Source: an optimization exercise on an open RTL-to-GDS flow (aim: small area). Production flows keep margins and buffers that such runs may drop. Only simulation tests tie the RTL to the original design; equivalence was not proved. Power and IR drop assume default switching activity.

==> design/flow/design.v <==
module slowClock #(parameter N = 20)
(
	input	 logic	Clock,
	input  logic	Reset,
	output logic	Enable
);
	logic [N-1:0] Count;
	always_ff @(posedge Clock)
	begin
		if( Reset )
			begin
				Count <= 0;
				Enable <= 0;
			end
		else
			begin
				Count <= Count + 1;
				Enable <= ~| Count;
			end
	end
endmodule
module VgaController
(
	input  logic        Clock,
	input  logic        Reset,
	output logic        blank_n,
	output logic        sync_n,
	output logic        hSync_n,
	output logic        vSync_n,
	output logic [11:0] nextX,
	output logic [11:0] nextY
);
	logic [11:0] hCount;
	logic [11:0] vCount;
	always_ff @ (posedge Clock)
	begin
		hCount <= (Reset | hCount >= 1040) ? '0 : hCount + 1;
		if (Reset | vCount >= 666)
			vCount <= '0;
		else if (hCount >= 1040)
			vCount <= vCount + 1;
		else
			vCount <= vCount;
	end
	always_comb
	begin
		nextX = (hCount < 800 & vCount < 600) ? hCount : '0;
		nextY = (hCount < 800 & vCount < 600) ? vCount : '0;
		hSync_n = (hCount >= 856 & hCount < 976) ? 0 : 1;
		vSync_n = (vCount >= 637 & vCount < 643) ? 0 : 1;
		blank_n = (hCount >= 800 | vCount >= 600) ? 0 : 1;
		sync_n = (~hSync_n & ~vSync_n) ? 0 : 1;
	end
endmodule
module bar
#(									 
	parameter oLeft = 10,					 
	oTop = 10,					 
	oHeight = 50,				 
	oWidth = 20,				 
	sWidth = 800,				 
	sHeight = 600				 
)
(
	input Clock,				 
	input PixelClock,			 
	input Reset,				 
	input [1:0] Button,
	input  logic [11:0] xPos,	 
	input  logic [11:0] yPos,	 
	output logic drawBar,		 
	output logic [3:0][10:0] barEdges  
);
	logic [10:0] left;
	logic [10:0] right;
	logic [10:0] top;
	logic [10:0] bottom;
	logic [10:0] rectX;
	logic [10:0] rectY;
	assign rectX = oLeft;	 
	assign left = rectX;
	assign right = rectX + oWidth - 1;
	assign top = rectY;
	assign bottom = rectY + oHeight - 1;
	always_ff @(posedge Clock)
	begin
		if( Reset == 1 )			 
			begin
				rectY <= oTop;		 
			end						 
		if( PixelClock == 1 )	 
			begin						 
				if (Button[0] ~^ Button[1])     
					rectY <= rectY;
				else if (Button[0])  
					rectY <= (top <= 1) ? rectY : rectY - 1;
				else                 
					rectY <= (bottom >= sHeight-1) ? rectY : rectY + 1;
			end
	end
	assign drawBar = ((xPos >= left) & (yPos >= top) & (xPos <= right) & (yPos <= bottom)) ? 1 : 0;
	assign barEdges[0] = left;
	assign barEdges[1] = right;
	assign barEdges[2] = top;
	assign barEdges[3] = bottom;
endmodule
module ball
#(								 
	parameter oLeft = 10,				 
	oTop = 10,				 
	oHeight = 20,			 
	oWidth = 20,			 
	sWidth = 800,			 
	sHeight = 600,			 
	xDirMove = 48,			 
	yDirMove = 48,			 
	LBarHeight = 150,		 
	RBarHeight = 150		 
)
(
	input Clock,             	 
	input PixelClock,        	 
	input Reset,             	 
	input  logic [11:0] xPos,        	 
	input  logic [11:0] yPos,        	 
	input  logic [3:0][10:0] leftBarEdges,	 
	input  logic [3:0][10:0] rightBarEdges,	 
	output logic drawBall,		       	 
	output logic [6:0] leftScore,	 
	output logic [6:0] rightScore	 
);
	logic [10:0] left;
	logic [10:0] right;
	logic [10:0] top;
	logic [10:0] bottom;
	logic [10:0] yCentre;
	logic [10:0] ballX;
	logic [10:0] ballY;
	logic [16:0] ballX64;
	logic [16:0] ballY64;
	logic signed [7:0] nextxVel;
	logic signed [7:0] nextyVel;
	logic signed [7:0] xVel;
	logic signed [7:0] yVel;
	assign ballX = ballX64 >> 6;
	assign ballY = ballY64 >> 6;
	assign left   = ballX;              	 
	assign right  = ballX + oWidth - 1; 	 
	assign top    = ballY;              	 
	assign bottom = ballY + oHeight - 1;	 
	assign yCentre = (top + bottom) / 2;	 
	logic [10:0] LBarLeft, LBarRight, LBarTop, LBarBottom;
	logic [10:0] RBarLeft, RBarRight, RBarTop, RBarBottom;
	assign {LBarLeft,LBarRight,LBarTop,LBarBottom} = {leftBarEdges[0],leftBarEdges[1],leftBarEdges[2],leftBarEdges[3]};
	assign {RBarLeft,RBarRight,RBarTop,RBarBottom} = {rightBarEdges[0],rightBarEdges[1],rightBarEdges[2],rightBarEdges[3]};
	always_ff @ (posedge Clock)
	begin
		if( Reset == 1 )				 
		begin           				 
			ballX64 <= oLeft << 6;
			ballY64 <= oTop  << 6;
			xVel <= xDirMove;
			yVel <= yDirMove;
			leftScore <= 0;
			rightScore <= 0;
		end
		else if (PixelClock == 0)		 
		begin
		end
		else if (left <= 1 & xVel < 0)  
		begin
			ballX64 <= oLeft << 6;
			ballY64 <= oTop  << 6;
			xVel <= xDirMove;
			yVel <= yDirMove;
			rightScore <= rightScore + 1;
		end
		else if (right >= sWidth & xVel > 0)  
		begin
			ballX64 <= oLeft << 6;
			ballY64 <= oTop  << 6;
			xVel <= ~xDirMove;
			yVel <=  yDirMove;
			leftScore <= leftScore + 1;
		end
		else  
		begin
			xVel <= nextxVel;
			yVel <= nextyVel;
			ballX64 <= $signed(ballX64) + nextxVel;
			ballY64 <= $signed(ballY64) + nextyVel;
		end
	end
	logic [10:0] LUpper4,LUpper3,LUpper2,LUpper1,LMiddle,LLower1,LLower2,LLower3,LLower4;
	logic [10:0] RUpper4,RUpper3,RUpper2,RUpper1,RMiddle,RLower1,RLower2,RLower3,RLower4;
	parameter LCollisionHeight = LBarHeight + oHeight;
	parameter RCollisionHeight = RBarHeight + oHeight;
	assign LUpper4 = LBarTop -   oHeight/2;
	assign LUpper3 = LUpper4 +   LCollisionHeight/8;
	assign LUpper2 = LUpper4 + 2*LCollisionHeight/8;
	assign LUpper1 = LUpper4 + 3*LCollisionHeight/8;
	assign LMiddle = LUpper4 + 4*LCollisionHeight/8;
	assign LLower1 = LUpper4 + 5*LCollisionHeight/8;
	assign LLower2 = LUpper4 + 6*LCollisionHeight/8;
	assign LLower3 = LUpper4 + 7*LCollisionHeight/8;
	assign LLower4 = LUpper4 +   LCollisionHeight;
	assign RUpper4 = RBarTop -   oHeight/2;
	assign RUpper3 = RUpper4 +   RCollisionHeight/8;
	assign RUpper2 = RUpper4 + 2*RCollisionHeight/8;
	assign RUpper1 = RUpper4 + 3*RCollisionHeight/8;
	assign RMiddle = RUpper4 + 4*RCollisionHeight/8;
	assign RLower1 = RUpper4 + 5*RCollisionHeight/8;
	assign RLower2 = RUpper4 + 6*RCollisionHeight/8;
	assign RLower3 = RUpper4 + 7*RCollisionHeight/8;
	assign RLower4 = RUpper4 +   RCollisionHeight;
	always_comb
	begin
		if ((top <= 2) & (yVel < 0) | (bottom >= sHeight - 1) & (yVel > 0))
			{nextxVel,nextyVel} = {xVel,-yVel};
		else if ((left >= LBarRight) & (left <= LBarRight+2) & (xVel < 0))  
		begin
			if (yCentre >= LUpper4 & yCentre < LUpper3)     	 
				{nextxVel,nextyVel} = {8'sd59,-8'sd102};      	 
			else if (yCentre >= LUpper3 & yCentre < LUpper2)   
				{nextxVel,nextyVel} = {8'sd77,-8'sd77};      		 
			else if (yCentre >= LUpper2 & yCentre < LUpper1)
				{nextxVel,nextyVel} = {8'sd86,-8'sd50};
			else if (yCentre >= LUpper1 & yCentre < LMiddle)
				{nextxVel,nextyVel} = {8'sd87,-8'sd23};
			else if (yCentre >= LMiddle & yCentre < LLower1)
				{nextxVel,nextyVel} = {8'sd87, 8'sd23};
			else if (yCentre >= LLower1 & yCentre < LLower2)
				{nextxVel,nextyVel} = {8'sd86, 8'sd50};
			else if (yCentre >= LLower2 & yCentre < LLower3)
				{nextxVel,nextyVel} = {8'sd77, 8'sd77};
			else if (yCentre >= LLower3 & yCentre < LLower4)
				{nextxVel,nextyVel} = {8'sd59, 8'sd102};
			else
				{nextxVel,nextyVel} = {xVel,yVel};
		end
		else if ((bottom <= LBarTop) & (bottom >= LBarTop-3) & (left <= LBarRight) & (right >= LBarLeft) & (yVel > 0))
			{nextxVel,nextyVel} = {xVel,-yVel};
		else if ((top >= LBarBottom) & (top <= LBarBottom+3) & (left <= LBarRight) & (right >= LBarLeft) & (yVel < 0))
			{nextxVel,nextyVel} = {xVel,-yVel};
		else if ((right <= RBarLeft) & (right >= RBarLeft-2) & (xVel > 0))  
		begin
			if (yCentre >= RUpper4 & yCentre < RUpper3)     	 
				{nextxVel,nextyVel} = {-8'sd59,-8'sd102};    		 
			else if (yCentre >= RUpper3 & yCentre < RUpper2)	 
				{nextxVel,nextyVel} = {-8'sd77,-8'sd77};
			else if (yCentre >= RUpper2 & yCentre < RUpper1)
				{nextxVel,nextyVel} = {-8'sd86,-8'sd50};
			else if (yCentre >= RUpper1 & yCentre < RMiddle)
				{nextxVel,nextyVel} = {-8'sd87,-8'sd23};
			else if (yCentre >= RMiddle & yCentre < RLower1)
				{nextxVel,nextyVel} = {-8'sd87, 8'sd23};
			else if (yCentre >= RLower1 & yCentre < RLower2)
				{nextxVel,nextyVel} = {-8'sd86, 8'sd50};
			else if (yCentre >= RLower2 & yCentre < RLower3)
				{nextxVel,nextyVel} = {-8'sd77, 8'sd77};
			else if (yCentre >= RLower3 & yCentre < RLower4)
				{nextxVel,nextyVel} = {-8'sd59, 8'sd102};
			else
				{nextxVel,nextyVel} = {xVel,yVel};
		end
		else if ((bottom <= RBarTop) & (bottom >= RBarTop-3) & (left <= RBarRight) & (right >= RBarLeft) & (yVel > 0))
			{nextxVel,nextyVel} = {xVel,-yVel};
		else if ((top >= RBarBottom) & (top <= RBarBottom+3) & (left <= RBarRight) & (right >= RBarLeft) & (yVel < 0))
			{nextxVel,nextyVel} = {xVel,-yVel};
		else
			{nextxVel,nextyVel} = {xVel,yVel};
	end
	assign drawBall = ((xPos >= left) & (yPos >= top) & (xPos <= right) & (yPos <= bottom)) ? 1 : 0;
endmodule
module ScoreDecoder
#(
	parameter oLeft = 10,				 
	oTop = 10,				 
	oHeight = 50,			 
	oWidth = 70,
	oGap = 10
)
(
	input  logic [6:0] score,
	input  logic [11:0] xPos,		 
	input  logic [11:0] yPos,      
	output logic drawScore
);
	logic [3:0] scoreTens, scoreOnes;
	logic drawTens, drawOnes;
	localparam DigitWidth = oWidth/2 - oGap;
	localparam onesLeft = oLeft + DigitWidth + oGap;
	assign scoreTens = score / 10;
	assign scoreOnes = score % 10;
	assign drawScore = drawTens | drawOnes;
	SevenSegmentDisplay #(.oLeft(oLeft), .oTop(oTop), .oHeight(oHeight), .oWidth(DigitWidth)) TensDisplay
	(
		.scoreDigit(scoreTens),
		.xPos(xPos),
		.yPos(yPos),
		.drawDisplay(drawTens)
	);
	SevenSegmentDisplay #(.oLeft(onesLeft), .oTop(oTop), .oHeight(oHeight), .oWidth(DigitWidth)) OnesDisplay
	(
		.scoreDigit(scoreOnes),
		.xPos(xPos),
		.yPos(yPos),
		.drawDisplay(drawOnes)
	);
endmodule
module SevenSegmentDisplay
#(
	parameter oLeft = 10,				 
	oTop = 10,				 
	oHeight = 50,			 
	oWidth = 30
)
(
	input  logic [3:0] scoreDigit,
	input  logic [11:0] xPos,		 
	input  logic [11:0] yPos,      
	output logic drawDisplay
);
	logic a, b, c, d, e, f, g;
	logic [11:0] aSides[4];
	logic [11:0] bSides[4];
	logic [11:0] cSides[4];
	logic [11:0] dSides[4];
	logic [11:0] eSides[4];
	logic [11:0] fSides[4];
	logic [11:0] gSides[4];
	assign aSides[0] = oLeft;             
	assign aSides[1] = oLeft + oWidth;    
	assign aSides[2] = oTop;              
	assign aSides[3] = oTop + oHeight/5;  
	assign bSides[0] = oLeft;
	assign bSides[1] = oLeft + oWidth/3;
	assign bSides[2] = oTop;
	assign bSides[3] = oTop + 3*oHeight/5;
	assign cSides[0] = oLeft;
	assign cSides[1] = oLeft + oWidth/3;
	assign cSides[2] = oTop + 2*oHeight/5;
	assign cSides[3] = oTop + oHeight;
	assign dSides[0] = oLeft;
	assign dSides[1] = oLeft + oWidth;
	assign dSides[2] = oTop + 4*oHeight/5;
	assign dSides[3] = oTop + oHeight;
	assign eSides[0] = oLeft + 2*oWidth/3;
	assign eSides[1] = oLeft + oWidth;
	assign eSides[2] = oTop + 2*oHeight/5;
	assign eSides[3] = oTop + oHeight;
	assign fSides[0] = oLeft + 2*oWidth/3;
	assign fSides[1] = oLeft + oWidth;
	assign fSides[2] = oTop;
	assign fSides[3] = oTop + 3*oHeight/5;
	assign gSides[0] = oLeft;
	assign gSides[1] = oLeft + oWidth;
	assign gSides[2] = oTop + 2*oHeight/5;
	assign gSides[3] = oTop + 3*oHeight/5;
	always_comb
	begin
		case (scoreDigit)
			4'd0: {a,b,c,d,e,f,g} = 7'b1111110;
			4'd1: {a,b,c,d,e,f,g} = 7'b0000110;
			4'd2: {a,b,c,d,e,f,g} = 7'b1011011;
			4'd3: {a,b,c,d,e,f,g} = 7'b1001111;
			4'd4: {a,b,c,d,e,f,g} = 7'b0100111;
			4'd5: {a,b,c,d,e,f,g} = 7'b1101101;
			4'd6: {a,b,c,d,e,f,g} = 7'b1111101;
			4'd7: {a,b,c,d,e,f,g} = 7'b1000110;
			4'd8: {a,b,c,d,e,f,g} = 7'b1111111;
			4'd9: {a,b,c,d,e,f,g} = 7'b1100111;
			default: {a,b,c,d,e,f,g} = 7'b0000000;
		endcase
	end
	assign drawDisplay = (((xPos >= aSides[0]) & (xPos < aSides[1]) & (yPos >= aSides[2]) & (yPos < aSides[3]) & (a == 1))
	                   |  ((xPos >= bSides[0]) & (xPos < bSides[1]) & (yPos >= bSides[2]) & (yPos < bSides[3]) & (b == 1))
				          |  ((xPos >= cSides[0]) & (xPos < cSides[1]) & (yPos >= cSides[2]) & (yPos < cSides[3]) & (c == 1))
				          |  ((xPos >= dSides[0]) & (xPos < dSides[1]) & (yPos >= dSides[2]) & (yPos < dSides[3]) & (d == 1))
				          |  ((xPos >= eSides[0]) & (xPos < eSides[1]) & (yPos >= eSides[2]) & (yPos < eSides[3]) & (e == 1))
				          |  ((xPos >= fSides[0]) & (xPos < fSides[1]) & (yPos >= fSides[2]) & (yPos < fSides[3]) & (f == 1))
				          |  ((xPos >= gSides[0]) & (xPos < gSides[1]) & (yPos >= gSides[2]) & (yPos < gSides[3]) & (g == 1))) ? 1 : 0;
endmodule
module PongGame
(
	input CLOCK_50,
	input [3:0] KEY,
	input [9:0] SW,
	output logic VGA_BLANK_N,
	output logic VGA_SYNC_N,
	output logic VGA_HS,
	output logic VGA_VS,
	output logic [7:0] VGA_R,
	output logic [7:0] VGA_G,
	output logic [7:0] VGA_B
);
	logic [11:0] xPos;			 
	logic [11:0] yPos;			 
	logic drawLine;
	logic drawScore;
	logic drawLeftScore;
	logic drawRightScore;
	logic drawBall;
	logic drawLeftBar;
	logic drawRightBar;
	logic [3:0][10:0] leftBarEdges; 	 
	logic [3:0][10:0] rightBarEdges;	 
	logic pix_stb;
	logic [6:0] leftScore; 	 
	logic [6:0] rightScore;	 
	parameter LBarHeight = 70;
	parameter RBarHeight = 70;
	VgaController vgaDisplay
	(
		.Clock(CLOCK_50),
		.Reset(SW[9]),
		.blank_n(VGA_BLANK_N),
		.sync_n(VGA_SYNC_N),
		.hSync_n(VGA_HS),
		.vSync_n(VGA_VS),
		.nextX(xPos),
		.nextY(yPos)
	);
	slowClock #(6) tick(CLOCK_50, SW[9], pix_stb);
	ball #(.oLeft(395), .oTop(295), .oHeight(10), .oWidth(10), .LBarHeight(LBarHeight), .RBarHeight(RBarHeight)) BallObj
	(
		.Clock(CLOCK_50),
		.PixelClock(pix_stb),
		.Reset(SW[9]),
		.xPos(xPos),
		.yPos(yPos),
		.leftBarEdges(leftBarEdges),
		.rightBarEdges(rightBarEdges),
		.drawBall(drawBall),
		.leftScore(leftScore),
		.rightScore(rightScore)
	);
	bar #(.oLeft(30), .oTop(265), .oWidth(10), .oHeight(LBarHeight)) leftBar
	(
		.Clock(CLOCK_50),
		.PixelClock(pix_stb),
		.Reset(SW[9]),
		.Button(~KEY[3:2]),
		.xPos(xPos),
		.yPos(yPos),
		.drawBar(drawLeftBar),
		.barEdges(leftBarEdges)
	);
	bar #(.oLeft(760), .oTop(265), .oWidth(10), .oHeight(RBarHeight)) RightBar
	(
		.Clock(CLOCK_50),
		.PixelClock(pix_stb),
		.Reset(SW[9]),
		.Button(~KEY[1:0]),
		.xPos(xPos),
		.yPos(yPos),
		.drawBar(drawRightBar),
		.barEdges(rightBarEdges)
	);
	ScoreDecoder #(.oLeft(320)) LeftScoreDisplay
	(
		.score(leftScore),
		.xPos(xPos),
		.yPos(yPos),
		.drawScore(drawLeftScore)
	);
	ScoreDecoder #(.oLeft(410)) RightScoreDisplay
	(
		.score(rightScore),
		.xPos(xPos),
		.yPos(yPos),
		.drawScore(drawRightScore)
	);
	assign drawScore = drawLeftScore | drawRightScore;
	assign drawLine  = ((xPos >= 397) & (xPos < 401) & ~yPos[4]);
	always_comb
	begin
		if (drawBall)														 
			{VGA_R, VGA_G, VGA_B} = {8'hFF, 8'hFF, 8'hFF};
		else if (drawScore | drawLine)
			{VGA_R, VGA_G, VGA_B} = {8'hA0, 8'hA0, 8'hA0};		 
		else if (drawLeftBar)
			{VGA_R, VGA_G, VGA_B} = {8'hFF, 8'h60, 8'h60};
		else if (drawRightBar)
			{VGA_R, VGA_G, VGA_B} = {8'h60, 8'h60, 8'hFF};
		else
			{VGA_R, VGA_G, VGA_B} = {8'h00, 8'h00, 8'h00};		 
	end
endmodule
==> design/flow/run.sh <==
#!/bin/bash
# synth_recipe.tcl (not shown) runs the flow's synth.tcl, then flattens the netlist and writes it again
# the make line also repeats each setting of config.mk as NAME=value (left out here)
make -C /OpenROAD-flow-scripts/flow DESIGN_CONFIG=/design/flow/config.mk WORK_HOME=/design/flow/orfs CLKGATE_MAP_FILE= SYNTH_SCRIPT=/design/flow/synth_recipe.tcl finish
==> design/flow/config.mk <==
export PLATFORM = sky130hd
export DESIGN_NAME = PongGame
export DESIGN_NICKNAME = PongGame
export VERILOG_FILES = /design/flow/design.v
export SDC_FILE = /design/flow/constraint.sdc
export NUM_CORES = 4
export LEC_CHECK = 0
export CAP_MARGIN = 20
export CORE_MARGIN = 2
export CORE_UTILIZATION = 40
export SLEW_MARGIN = 20
==> design/flow/constraint.sdc <==
create_clock -name core_clock -period 20.0 [get_ports {CLOCK_50}]
set_input_delay 4.0000 -clock core_clock [delete_from_list [all_inputs] [get_ports {CLOCK_50}]]
set_output_delay 4.0000 -clock core_clock [all_outputs]
set_load 0.01 [all_outputs]
==> key figures <==
Run status
  • Status: complete, no violations

Drt
  • DRT met1 WL: 34,650 um
  • Met2 WL post-DR: around 34,000 um
  • Vias: approximately 23,000
  • Routed wire length per instance: 19.47 um
  • 1st-iter DRT viols: approximately 2,100
  • DR DRC count: 0
  • Top layer in use: met4
  • Final wirelength: ~75,000 um
  • DR WL met3: 5043 um
  • Drt via density: 6.009
  • Antenna Nets Post-Route: 0
  • DRT Pass-1 Iters: 6

Worst setup path
  • Worst setup EP type: output port
  • Startpoint type of the worst setup path: register
  • Most Frequent Cell on Critical Path: nand4_1
  • CP max stage cell: dfxtp_1
  • CP max FO: 24
  • Worst path arrival time: 6.65 ns
  • Slowest Stage Delay on Critical Path: between 0.8 and 0.9 ns
  • Family with the most delay on the worst path: compound AO/OA/AOI/OAI gates
  • Critical path class: reg2out
  • CP bufs+invs: 4
  • Worst EP required: 16.00 ns
  • Cell chain of the critical path: nor2_1, inv_1, ha_1, nor2b_1, o22ai_1, a221oi_4, nand2_4, inv_4, nand2_1, o21ai_0, a21o_1, inv_1, ha_1, nand4_1, o31a_1, o31ai_1, a32o_1, a2111o_1, a211oi_1, nand4_1, a311oi_2, nand4_1, clkdlybuf4s50_1

Floorplan
  • # rows: 89
  • Die height: 247.9 um
  • Top-Level Pins: 43
  • Die ar.: 0.06144 sq mm
  • Die width: 247.9 um
  • Initial core utilization: 40.39%
  • Core Area: slightly below 0.06 sq mm

Clock network
  • Post-CTS setup buffers: 0
  • Clk buf depth: 2
  • Clock Pin Slew Worst Setup and Hold Paths: 0.06 ns
  • Clock latency on the worst-skew pair: between 0.4 and 0.5 ns
  • Clk sinks: 117
  • CTS Hold Bufs: 0
  • Clock root buffer: clkbuf_16
  • CTS resizes: 0
  • H-tree depth: 4
  • TritonCTS Buffers: 17
  • CTS tree: built

STA
  • Worst-margin pin slew: 1.090 ns
  • Slew margin rel.: 27.33%
  • Fin. max-slew vios: 0
  • Final min period: 10.65 ns
  • Unrepaired setup endpoints after global routing: no
  • Final Skew: slightly below 0.02 ns
  • Final hold violations: 0
  • TNS Setup: 0 ns
  • Setup violators final: 0
  • Hold WS: between 0.4 and 0.5 ns
  • Fmax: 93.91 MHz
  • Fin crit share: between 50% and 60%

Place
  • Port Buf Inserts: 33
  • Dpl hpwl: 56,820 um
  • GP Congestion: 0.9348

Synth
  • Fraction of registers with async set/reset: 0%
  • Ys Warns: 38
  • Syn Inst Count: 3,110
  • Post-synthesis cell area: 0.02379 sq mm
  • Avg Cell Area, Syn: 7.650 sq um
  • Post-synthesis sequential area ratio: 10.77%
  • Synth top area cells: ha_1 (24%), dfxtp_1 (8.0%), xnor2_1 (6.8%)
  • Synth Flop Type: dfxtp_1
  • Post-synth top area share: approximately a quarter
  • #FFs+latches synth: 117
  • Top cell type by total area after synthesis: ha_1
  • Number of enable flip-flop cells after synthesis: 22
  • Distinct cells, synth: 121

GRT
  • Vias in the first global route: 21,900
  • Initial antenna violation count: 0
  • Grt ovf: 0
  • Global-route wire length before repair: 120,800 um
  • Largest net degree at the start of global routing: 32
  • GR Util All Layers: approximately 25%

Layout
  • Area taken by multi-input logic gates: 0.02003 sq mm
  • Final #Nets: 3,563
  • Synth-to-Final Area Change: 7.184%
  • Layout cells sized above 1: 6.137%
  • Register area: 0.002562 sq mm
  • Fill cell count: 5,986
  • Final core utilization: between 40% and 50%
  • Ant diodes: 0

Pwr
  • Total Power: 1920 uW
  • Worst vdd ir: slightly above 0.07 mV
  • Static Leak: 0.01106 uW
  • Pwr Density: 75.30 mW/mm^2

Job
  • Max Cap Viol: 0

Hold path
  • Worst min-delay path category: reg2reg
-- routing by layer --
metal | GRT usage (%) | vias up
li1 | - | 11410
met1 | 34.03 | 10870
met2 | 40.14 | 841
met3 | 3.395 | 123
met4 | 7.432 | 0
met5 | 0 | -
-- cell type report --
cell class / instances / area share [%]
inverter: 178 / 2.630
clock inverter: 13 / 0.5790
clock buffer: 19 / 1.698
multi-input combinational: 2688 / 78.54
timing repair buffer: 81 / 2.709
sequential: 117 / 10.05
tap: 773 / 3.793
-- state kept, by name, indices dropped and copies added (netlist names) --
signal	flops
tick.Count	6
RightBar.rectY	11
BallObj.ballY64	17
vgaDisplay.hCount	12
BallObj.ballX64	17
BallObj.leftScore	7
leftBar.rectY	11
BallObj.yVel	8
BallObj.rightScore	7
vgaDisplay.vCount	12
BallObj.xVel	8
tick.Enable	1
-- path summary, 6_finish.rpt --
path	startpoint	to	slack [ns]	cells past startpoint
max	BallObj.rightScore[4]	VGA_R[5]	9.35	23
min	tick.Count[0]	tick.Count[0]	0.46	1
max reg2reg	BallObj.ballY64[7]	BallObj.ballY64[16]	9.84	34
min reg2reg	tick.Count[0]	tick.Count[0]	0.46	1
-- kinds of logic after synthesis --
logic type | share of synthesized area, %
fa+ha+maj | 24.65
compound gates | 25.71
other cells | 0.01576
mux | 0.8309
buf+inv | 5.659
xor+xnor | 10.57
simple gates | 21.79
flops | 10.77
-- stage by stage --
step	setup WS [ns]	std cells	cell area [sq um]
detailed placement	9.919	3837	24920
global route	8.670	3869	25500
floorplan	11.13	3120	23830
CTS	9.346	3869	25500
global placement	9.897	3837	24920
finish	9.352	3869	25500
-- cells in the final DEF, fill, tap and decap left out, types with 71 or more instances in the layout --
master / n
a21oi_1: 185
dfxtp_1: 95
ha_1: 463
inv_1: 164
nand2_1: 226
nand3_1: 86
nand4_1: 71
nor2_1: 250
nor3_1: 76
o21ai_0: 169
xnor2_1: 176
xor2_1: 89
-- worst reg2reg max path, delay by kind of cell, from the launching register on --
family,cells,cell delay (ns)
buffers and inverters,4,0.72
flip-flops,1,0.74
AO/OA/AOI/OAI,16,5.82
AND/OR/NAND/NOR,7,0.80
adder cells (fa/ha/maj),4,1.37
multiplexers,1,0.17
XOR/XNOR,2,0.40
-- cell usage after synthesis (12+ instances only) --
master,number
and2_1,35
nand4_1,71
a22oi_1,19
o21bai_1,20
mux2i_1,16
or2_2,12
a31oi_1,28
nand2b_1,57
ha_1,463
nand3b_1,14
or3_1,31
o31ai_1,17
a211oi_1,39
edfxtp_1,22
nand2_1,226
inv_1,164
o21ai_0,170
xnor2_1,184
clkbuf_1,73
xor2_1,92
a211o_1,16
o21a_1,56
buf_2,29
o211ai_1,41
a21o_1,58
nor3_1,76
o2111ai_1,14
a21boi_0,17
nor4_1,25
nand3_1,86
and3_1,47
nor2b_1,38
buf_4,25
o22ai_1,27
a21oi_1,185
dfxtp_1,95
nor2_1,254
-- power breakdown --
part	leakage [uW]	internal, uW	switching (uW)
clock	0.000279	184	134
sequential	0.000980	253	33.0
combinational	0.00980	514	802
total	0.0111	951	969

## what the ideal ports hide
No port has a modelled driver above. Below, the same layout with a new extraction and two added sets of constraints. Step 1: set_driving_cell puts a clkbuf_16 on CLOCK_50 and a buf_2 on each other input, an assumption about the parent block. Step 2, shift: input delay + t, output delay - t, t = (earliest + latest rising clock arrival at the registers) / 2. This alone moves slack from input paths to output paths. Slacks: ideal / step 1 / step 2; pairs: ideal / step 1.
shift t [ns]: 0.536
setup WS [ns]: 9.352 / 9.293 / 9.829
worst setup path after step 2: register to output
worst slew at a driven data input, ns: 0.05
After both steps setup and hold are still met in this run. For this run, drivers alone change the setup slack by -0.059 ns; drivers and shift together by +0.477 ns.
